This is an optimization exercise on Yosys and OpenROAD, whose aim is small area, not a production implementation.
Function was checked by simulation only, so behaviour that the tests miss may differ from the original.
No activity file was given, so power comes from the tool's default toggle rates.

[design/flow/run.sh]
#!/bin/bash
# synth_recipe.tcl (not shown) runs the flow's synth.tcl, then flattens the netlist and writes it again
# the make line also repeats each setting of config.mk as NAME=value (left out here)
make -C /OpenROAD-flow-scripts/flow DESIGN_CONFIG=/design/flow/config.mk WORK_HOME=/design/flow/orfs CLKGATE_MAP_FILE= SYNTH_SCRIPT=/design/flow/synth_recipe.tcl finish
[design/flow/config.mk]
export PLATFORM = sky130hd
export DESIGN_NAME = pool_module
export DESIGN_NICKNAME = pool_module
export VERILOG_FILES = /design/flow/design.v
export SDC_FILE = /design/flow/constraint.sdc
export NUM_CORES = 4
export LEC_CHECK = 0
export CAP_MARGIN = 20
export CORE_MARGIN = 2
export CORE_UTILIZATION = 40
export SLEW_MARGIN = 20
[design/flow/constraint.sdc]
create_clock -name core_clock -period 5.0 [get_ports {clk}]
set_input_delay 1.0000 -clock core_clock [delete_from_list [all_inputs] [get_ports {clk}]]
set_output_delay 1.0000 -clock core_clock [all_outputs]
set_load 0.01 [all_outputs]
[design/flow/design.v]
module pool_module(
    input clk,               
    input rst_n,             
    input pool_en,           
    input layer1,            
    input valid_in,          
    input unsigned [8*32-1:0] data_in,  
    input [15:0] col,        
    output unsigned [8*16-1:0] data_out,  
    output valid_out,        
    output pool_end          
);
reg valid_in_ff1;            
reg unsigned [8*32-1:0] data_in_ff1;
reg valid_in_ff2;            
reg unsigned [8*32-1:0] data_in_ff2;
reg start;                   
reg nopool_end;              
always@(posedge clk)
begin
    if (!rst_n)
    begin
        valid_in_ff1 <= 0;
        data_in_ff1 <= 0;
        valid_in_ff2 <= 0;
        data_in_ff2 <= 0;
        start <= 0;
        nopool_end <= 0;
    end
    else
    begin
        data_in_ff1 <= data_in;
        data_in_ff2 <= data_in_ff1;
        valid_in_ff1 <= valid_in;
        valid_in_ff2 <= valid_in_ff1;
        nopool_end <= (!valid_in) & valid_in_ff1;
        start <= (!valid_in_ff1) & valid_in;
    end
end
reg start_reg;               
reg pool_over;               
reg pool_over_ff1;           
always@(posedge clk)
begin
    if (!rst_n)
    begin
        start_reg <= 0;
    end
    else
    begin
        if (start)
        begin
            start_reg <= 1;
        end
        else
        begin
            if (pool_over)
            begin
                start_reg <= 0;
            end
            else
            begin
                start_reg <= start_reg;
            end
        end
    end
end
reg [15:0] col_num;          
reg pool_valid;              
reg unsigned [7:0] pool_temp[0:31]; 
integer i;
integer j;
integer k;
integer m;
integer n;
integer a;
integer b;
integer c;
integer d;
integer e;
always@(posedge clk)
begin
    if (!rst_n)
    begin
        col_num <= 0;
        for (i = 0; i < 32; i = i + 1)
        begin
            pool_temp[i] <= 0;
        end
        pool_valid <= 0;
        pool_over <= 0;
        pool_over_ff1 <= 0;
    end
    else
    begin
        if (start_reg)
        begin
            if (col_num <= col - 1)
            begin
                for (j = 0; j < 32; j = j + 1)
                begin
                    pool_temp[j] <= data_in_ff2[8 * j+:8];
                end
                if (col_num < col - 1)
                begin
                    if (col_num % 2 == 1)
                    begin
                        pool_valid <= 1;
                    end
                    else
                    begin
                        pool_valid <= 0;
                    end
                    col_num <= col_num + 1;
                    pool_over <= 0;
                end
                else
                begin
                    pool_valid <= 1;
                    col_num <= 0;
                    pool_over <= 1;
                end
            end
            else
            begin
                col_num <= 0;
                pool_valid <= pool_valid;
                pool_over <= pool_over;
            end
            pool_over_ff1 <= pool_over;
        end
        else
        begin
            col_num <= 0;
            pool_valid <= 0;
            for (k = 0; k < 32; k = k + 1)
            begin
                pool_temp[k] <= 0;
            end
            pool_over <= 0;
            pool_over_ff1 <= 0;
        end
    end
end
reg unsigned [7:0] pool1[0:15]; 
reg unsigned [7:0] pool2[0:15]; 
reg unsigned [8*32-1:0] pool_result;
reg pool_result_valid;       
reg pool_ff1;                
reg start_regff1;            
reg pool_overff2;            
reg pool_overff3;           
always@(posedge clk)
begin
    if (!rst_n)
    begin
        for (b = 0; b < 16; b = b + 1)
        begin
            pool1[b] <= 0;
        end
        for (c = 0; c < 16; c = c + 1)
        begin
            pool2[c] <= 0;
        end
        pool_result <= 0;
        pool_result_valid <= 0;
        pool_ff1 <= 0;
        start_regff1 <= 0;
        pool_overff2 <= 0;
        pool_overff3 <= 0;
    end
    else
    begin
        start_regff1 <= start_reg;
        pool_overff2 <= pool_over_ff1;
        pool_overff3 <= pool_overff2;
        if (start_regff1)
        begin
            for (m = 0; m < 16; m = m + 1)
            begin
                if (pool_temp[2 * m] < pool_temp[2 * m + 1])
                begin
                    pool1[m] <= pool_temp[2 * m + 1];
                end
                else
                begin
                    pool1[m] <= pool_temp[2 * m];
                end
            end
            for (n = 0; n < 16; n = n + 1)
            begin
                pool2[n] <= pool1[n];
            end
            for (a = 0; a < 16; a = a + 1)
            begin
                if (pool1[a] < pool2[a])
                begin
                    pool_result[8 * a+:8] <= pool2[a];
                end
                else
                begin
                    pool_result[8 * a+:8] <= pool1[a];
                end
            end
            pool_ff1 <= pool_valid;
            pool_result_valid <= pool_ff1;
        end
        else
        begin
            for (d = 0; d < 16; d = d + 1)
            begin
            pool1[d] <= 0;
            end
            for (e = 0; e< 16; e = e + 1)
            begin
            pool2[e]<= 0;
            end
            pool_result <= 0;
            pool_result_valid <= 0;
            pool_ff1 <= 0;
            pool_overff2 <= 0;
        end
    end
end
assign pool_end = pool_en ? pool_overff3 : nopool_end;
assign data_out = pool_en ? (layer1 ? pool_result : pool_result[16 * 8 - 1:0]) : data_in;
assign valid_out = pool_en ? pool_result_valid : valid_in;
endmodule
==> run_summary.xml <==
<?xml version="1.0" encoding="UTF-8"?>
<metrics>
  <group name="synth">
    <metric name="synth_edf_count" unit="">0</metric>
    <metric name="synth_fp_nets" unit="">4887</metric>
    <metric name="synthDominantCellAreaShare" unit="%">52.7</metric>
    <metric name="synth.ff_latch_count" unit="">1180</metric>
    <metric name="postSynthCellCount" unit="">4368</metric>
    <metric name="postSynthAreaPerCell" unit="um2">10.3</metric>
    <metric name="synth_area_leader_cell" unit="">dfxtp_1</metric>
    <metric name="post_synth_num_cell_types" unit="">39</metric>
    <metric name="async_reset_ff_share" unit="%">0</metric>
    <metric name="synth.area.top_cells" unit="">dfxtp_1 53%, mux2i_1 11%, and2_1 7.2%</metric>
    <metric name="synth_seq_area_share" unit="%">52.7</metric>
    <metric name="dominantRegCellSynth" unit="">dfxtp_1</metric>
    <metric name="synthesis.area" unit="um2">44800</metric>
    <metric name="yosysWarningCount" unit="">4</metric>
  </group>
  <group name="worst_hold_path">
    <metric name="min_delay_worst_type" unit="">flop to flop</metric>
  </group>
  <group name="floorplanning">
    <metric name="rows" unit="">122</metric>
    <metric name="vertical_die_dimension" unit="um">339</metric>
    <metric name="coreArea" unit="um2">111000</metric>
    <metric name="die_w" unit="um">339</metric>
    <metric name="num_io_pins" unit="">407</metric>
    <metric name="initial_utilization" unit="%">40.4</metric>
    <metric name="design.die.area" unit="um2">115000</metric>
  </group>
  <group name="critical_path">
    <metric name="slowest_delay" unit="ps">470</metric>
    <metric name="reg2regPathDepth" unit="">10</metric>
    <metric name="timing.critical_path.arrival" unit="ps">4950</metric>
    <metric name="path_max_fanout" unit="">30</metric>
    <metric name="crit_path_cell_trace" unit="">clkdlybuf4s50_1 &gt; nor4_2 &gt; nand2b_1 &gt; or3_1 &gt; nor4_1 &gt; xnor2_1 &gt; ha_1 &gt; nand4_1 &gt; a2111oi_0 &gt; nor4_1 &gt; nor3_4 &gt; buf_12 &gt; buf_12 &gt; mux2i_1</metric>
    <metric name="timing_worst_setup_path_type" unit="">input pin to flop</metric>
    <metric name="slowest_stage" unit="">clkdlybuf4s50_1</metric>
    <metric name="rrSetupSlack" unit="ps">2270</metric>
    <metric name="cp-endpoint" unit="">pool_temp[24][5]$_SDFFE_PN0P_</metric>
    <metric name="crit-reg2reg-launch" unit="">col_num[0]$_SDFF_PN0_</metric>
    <metric name="worstSetupEndpointType" unit="">flop</metric>
    <metric name="path_buf_inv" unit="">3</metric>
    <metric name="cp-start-kind" unit="">input pin</metric>
    <metric name="cp.depth" unit="">14</metric>
    <metric name="timing_startpoint_of_the_critical_path" unit="">col[10]</metric>
    <metric name="required_worst_endpoint" unit="ps">5600</metric>
    <metric name="crit_family" unit="">simple AND/OR/NAND/NOR gates</metric>
    <metric name="reg2reg_to" unit="">pool_temp[24][5]$_SDFFE_PN0P_</metric>
  </group>
  <group name="place">
    <metric name="io_buffers" unit="">405</metric>
    <metric name="dpl.hpwl" unit="um">67000</metric>
    <metric name="globalplace.congestion" unit="">0.794</metric>
  </group>
  <group name="global_route">
    <metric name="grt_start_max_net_pins" unit="">147</metric>
    <metric name="global_route.usage.met1" unit="%">22.1</metric>
    <metric name="number_of_global_route_vias_before_repair" unit="">28802</metric>
    <metric name="global_route.usage.met2" unit="%">27.7</metric>
    <metric name="grt_first_pass_wirelength" unit="um">155000</metric>
    <metric name="grt_remaining_overflow" unit="">0</metric>
    <metric name="initial_antenna_violation_count" unit="">5</metric>
    <metric name="grt_use_total" unit="%">16.6</metric>
    <metric name="global_route.peak_usage_layer" unit="">met2</metric>
    <metric name="grtUsageMet3" unit="%">2.65</metric>
  </group>
  <group name="layout">
    <metric name="fillerInstances" unit="">10342</metric>
    <metric name="drive_above_1_share" unit="%">8.42</metric>
    <metric name="syn2layout_area_growth" unit="%">22.0</metric>
    <metric name="mostFrequentLayoutCells" unit="">1179 x dfxtp_1, 523 x nand2_1, 514 x and2_1</metric>
    <metric name="biggestRegsByFlops" unit="">data_in_ff1: 256 flops, data_in_ff2: 256 flops, pool_temp: 256 flops</metric>
    <metric name="nets" unit="">5225</metric>
    <metric name="commonest_non_fill_non_tap_cell_in_the_layout" unit="">dfxtp_1</metric>
    <metric name="layout.core_utilization" unit="%">49.3</metric>
  </group>
  <group name="sta">
    <metric name="grt_setup_unrepaired" unit="">no</metric>
    <metric name="tightestPinTransition" unit="ps">927</metric>
    <metric name="final_max_slew_viol_count" unit="">0</metric>
    <metric name="final.min_clock_period" unit="ps">4340</metric>
    <metric name="final_setup_vio_count" unit="">0</metric>
    <metric name="fin_crit_sh" unit="%">86.9</metric>
    <metric name="final_report_hold_violation_count" unit="">0</metric>
    <metric name="largest_clock_skew_in_the_final_design" unit="ps">23.7</metric>
    <metric name="max_freq" unit="GHz">0.230</metric>
    <metric name="slew_headroom" unit="%">38.2</metric>
    <metric name="setup_total_negative_slack" unit="ps">0</metric>
  </group>
  <group name="clocking">
    <metric name="htree_num_levels" unit="">3</metric>
    <metric name="tritoncts" unit="">built</metric>
    <metric name="path_clk_slew" unit="ps">60</metric>
    <metric name="root_buffer" unit="">clkbuf_16</metric>
    <metric name="number_of_sinks_on_the_clock_net" unit="">1180</metric>
    <metric name="cts.hold.buffers_added" unit="">0</metric>
    <metric name="cts_setup_buffers" unit="">0</metric>
    <metric name="cts_made_buffers" unit="">120</metric>
    <metric name="clock_tree.buffer_depth" unit="">3</metric>
    <metric name="post_cts_resize_count" unit="">0</metric>
    <metric name="clk_latency" unit="ps">700</metric>
  </group>
  <group name="route">
    <metric name="avg_vias_per_cell" unit="">4.58</metric>
    <metric name="routed-via-count" unit="">28894</metric>
    <metric name="drt_iter0_markers" unit="">1120</metric>
    <metric name="drc_violation_count_after_routing" unit="">0</metric>
    <metric name="totalWireLength" unit="um">96000</metric>
    <metric name="drt_pre_antenna_iters" unit="">5</metric>
    <metric name="post_drt_wl_per_cell" unit="um">15.2</metric>
    <metric name="detail-route-antenna-nets" unit="">0</metric>
  </group>
  <group name="run_status">
    <metric name="status" unit="">finished clean</metric>
  </group>
  <group name="job">
    <metric name="max_cap_violations" unit="">0</metric>
  </group>
  <group name="power">
    <metric name="fin_total_pwr" unit="mW">20.3</metric>
    <metric name="power.density" unit="nW/um2">371</metric>
    <metric name="ir_drop_worst_vdd" unit="uV">261</metric>
    <metric name="total_leakage_power" unit="nW">20.8</metric>
  </group>
</metrics>
-- cell type report --
type / count / area (um2) / share of cell area, %
repair buffers: 463 / 4730 / 8.65
flip-flops and latches: 1180 / 23600 / 43.2
clock inverters: 61 / 891 / 1.63
well taps: 1488 / 1860 / 3.40
clock buffers: 164 / 3460 / 6.32
inverters: 231 / 867 / 1.59
diodes: 5 / 12.5 / 0.0229
multi-input cells: 2710 / 19200 / 35.2
-- synthesized netlist by cell type, drive strengths merged, types with 3 or more instances --
library cell and number:
a211oi 33, a21o 98, a21oi 38, and2 515, and3 136, buf 31
clkbuf 216, dfxtp 1180, ha 242, inv 231, mux2 130, mux2i 512
nand2 524, nand2b 34, nand3 6, nand4 38, nor2 314, nor2b 3
nor3 9, nor4 6, o21ai 3, o31a 32, xnor2 18, xor2 10
-- report_power, final --
part | switching [mW] | leakage, nW | internal, mW
Combinational | 0.435 | 9.08 | 0.544
Sequential | 0.0714 | 9.62 | 9.61
Clock | 3.75 | 2.15 | 5.88
Total | 4.26 | 20.8 | 16.0
-- how the worst min path moves through the flow --
stage,startpoint,to,cells past startpoint
3_3_place_gp,valid_in_ff1$_SDFF_PN0_,start$_SDFF_PN0_,1
5_1_grt,data_in_ff1[106]$_SDFF_PN0_,data_in_ff2[106]$_SDFF_PN0_,1
4_1_cts,valid_in_ff1$_SDFF_PN0_,start$_SDFF_PN0_,1
3_5_place_dp,valid_in_ff1$_SDFF_PN0_,start$_SDFF_PN0_,1
6_report,data_in_ff1[104]$_SDFF_PN0_,data_in_ff2[104]$_SDFF_PN0_,1
2_1_floorplan,valid_in_ff1$_SDFF_PN0_,start$_SDFF_PN0_,1
-- metal layers --
layer / share of wire (%) / routed length (um)
met2: 46 / 44500
met1: 48 / 46100
met5: 0 / 0
met3: 3.6 / 3430
met4: 2.0 / 1920
-- stage by stage --
stage	hold WS [ps]	worst slack [ps]	instances	area (um2)
floorplan	392	978	4368	44800
global placement	404	22.2	6072	50300
detailed placement	407	-6.99	6072	50300
CTS	416	733	6297	54700
global route	432	131	6299	54700
finish	413	656	6302	54700
-- logic make-up after synthesis --
group,synth area share (%)
AOI/OAI and AO/OA,3.35
xor gates and xnor gates,0.547
adders and majority gates,6.75
buffers and inverters,4.46
DFF,52.7
muxes,14.7
and+or+nand+nor,17.5

## static timing again, ports no longer ideal
The flow's constraints put no driver on any port. The routed layout listed below was extracted and timed again, unchanged, in two steps. Step 1 sets driving cells, clkbuf_16 on the clock port and buf_2 on the other inputs (assumed; they add their load-dependent delay and slew). Step 2 moves the port delays by t, midway between the first and last clock arrival at a register: inputs arrive t later, outputs are due t later. That takes back most of the time a late clock gives input paths. a / b / c = ideal ports / drivers / drivers and shift; a / b = the first two.
shift t [ns]: 0.750
setup slack, ns: 0.656 / 0.698 / -0.051
slew at the worst register clock pin (ns): 0.07 / 0.07
With both steps, setup timing fails in this run, where it was met with ideal ports. The setup slack of this run moves by +0.042 ns with the drivers and by -0.707 ns with both steps.
